What follows belongs to an exercise in optimizing a design on an open flow for small area and a short achievable clock period; a production flow would make more cautious choices.
The RTL was checked by simulation tests, not by an equivalence proof against the original design.

==> flow/design.v (excerpt) <==
module LMS (
    input Clk, Rst,
    input signed [15:0] x_in,
    output signed [15:0] y_out,
    output signed [15:0] w0, w1, w2, w3,
    output signed [15:0] err
);
reg [15:0] wn0, wn1, wn2, wn3;  
reg [15:0] d;                   
reg [7:0] xneg0, xneg1, xneg2, xneg3;
reg [7:0] xone0, xone1, xone2, xone3;
reg [7:0] xtwo0, xtwo1, xtwo2, xtwo3;
wire [15:0] x0, x1, x2, x3;    
assign x0 = {xneg0[7], xone0[7] ^ xneg0[6], xneg0[6], xone0[6] ^ xneg0[5], xneg0[5], xone0[5] ^ xneg0[4], xneg0[4], xone0[4] ^ xneg0[3], xneg0[3], xone0[3] ^ xneg0[2], xneg0[2], xone0[2] ^ xneg0[1], xneg0[1], xone0[1] ^ xneg0[0], xneg0[0], xone0[0]};
assign x1 = {xneg1[7], xone1[7] ^ xneg1[6], xneg1[6], xone1[6] ^ xneg1[5], xneg1[5], xone1[5] ^ xneg1[4], xneg1[4], xone1[4] ^ xneg1[3], xneg1[3], xone1[3] ^ xneg1[2], xneg1[2], xone1[2] ^ xneg1[1], xneg1[1], xone1[1] ^ xneg1[0], xneg1[0], xone1[0]};
assign x2 = {xneg2[7], xone2[7] ^ xneg2[6], xneg2[6], xone2[6] ^ xneg2[5], xneg2[5], xone2[5] ^ xneg2[4], xneg2[4], xone2[4] ^ xneg2[3], xneg2[3], xone2[3] ^ xneg2[2], xneg2[2], xone2[2] ^ xneg2[1], xneg2[1], xone2[1] ^ xneg2[0], xneg2[0], xone2[0]};
assign x3 = {xneg3[7], xone3[7] ^ xneg3[6], xneg3[6], xone3[6] ^ xneg3[5], xneg3[5], xone3[5] ^ xneg3[4], xneg3[4], xone3[4] ^ xneg3[3], xneg3[3], xone3[3] ^ xneg3[2], xneg3[2], xone3[2] ^ xneg3[1], xneg3[1], xone3[1] ^ xneg3[0], xneg3[0], xone3[0]};
wire [16:0] xie = {x_in, 1'b0};
wire [7:0] ineg, ione, itwo;
genvar gj;
generate for (gj = 0; gj < 8; gj = gj + 1) begin : enc
  assign ineg[gj] = xie[2*gj+2];
  assign ione[gj] = xie[2*gj+1] ^ xie[2*gj];
  assign itwo[gj] = (xie[2*gj+2] & ~xie[2*gj+1] & ~xie[2*gj]) | (~xie[2*gj+2] & xie[2*gj+1] & xie[2*gj]);
end endgenerate
wire y0pp_1;
wire y0pp_2;
wire y0pp_3;
wire y0pp_4;
wire y0pp_5;
wire y0pp_6;
wire y0pp_7;
wire y0pp_8;
wire y0pp_9;
wire y0pp_10;
wire y0pp_11;
wire y0pp_12;
wire y0pp_13;
wire y0pp_14;
wire y0pp_15;
  ...
Size: roughly 7000 cells after synthesis, roughly 110 I/O pins, about 0.062 mm^2 of cells after synthesis.
==> flow/config.mk <==
export PLATFORM = sky130hd
export DESIGN_NAME = LMS
export DESIGN_NICKNAME = LMS
export VERILOG_FILES = /design/flow/design.v
export SDC_FILE = /design/flow/constraint.sdc
export NUM_CORES = 4
export LEC_CHECK = 0
export ABC_AREA = 1
export CAP_MARGIN = 20
export CORE_MARGIN = 2
export CORE_UTILIZATION = 40
export PLACE_DENSITY = 0.7
export SLEW_MARGIN = 20
==> flow/constraint.sdc <==
create_clock -name core_clock -period 22.0 [get_ports {Clk}]
set_input_delay 4.4000 -clock core_clock [delete_from_list [all_inputs] [get_ports {Clk}]]
set_output_delay 4.4000 -clock core_clock [all_outputs]
set_load 0.01 [all_outputs]
standard.sh (not shown) runs the stock make flow with config.mk's settings and CLKGATE_MAP_FILE= SYNTH_SCRIPT=/design/flow/synth_recipe.tcl, a recipe that flattens the netlist after the stock synthesis.
==> flow/flow/run.sh <==
#!/bin/bash
set -euo pipefail
bash standard.sh SYNTH_ARGS=-noabc SETUP_SLACK_MARGIN=6 finish > standard_flow.log 2>&1
Next try:
==> flow/flow/run.sh (replaced) <==
#!/bin/bash
set -euo pipefail
bash standard.sh SYNTH_ARGS=-noabc SETUP_SLACK_MARGIN=5.5 finish > standard_flow.log 2>&1
Settings changed: PLACE_DENSITY 0.7 to default.
Outcome: Wire length barely changes. Design area shrinks slightly. Non-clock buffer count shrinks by 38. Cell count shrinks slightly. Synthesized area is unchanged. Core utilization shrinks by 0.49 points. Worst setup slack got worse by 0.45 ns. Count of clock-buffer cells in the layout shrinks by 1.

static timing again, ports no longer ideal:
The flow's constraints put no driver on any port. The routed layouts listed below were extracted and timed again, unchanged, in two steps. Step 1 (the two cells are an assumption about what drives the block):
set clk [get_ports {Clk}]
set_driving_cell -lib_cell sky130_fd_sc_hd__clkbuf_16 $clk
set_driving_cell -lib_cell sky130_fd_sc_hd__buf_2 [delete_from_list [all_inputs] $clk]
Step 2 also shifts input and output timing later by t, the mid clock arrival at the registers, as if the neighbouring blocks saw the same clock. Slacks: ideal ports / drivers / drivers and shift; pairs: ideal ports / drivers.
run | t (ns) | setup WS [ns] | cell pins on the clock port's net
the first run | 0.631 | 6.518 / 6.518 / 6.518 | 1
the second run | 0.662 | 6.067 / 6.067 / 6.067 | 1
After both steps every run listed still meets setup and hold.
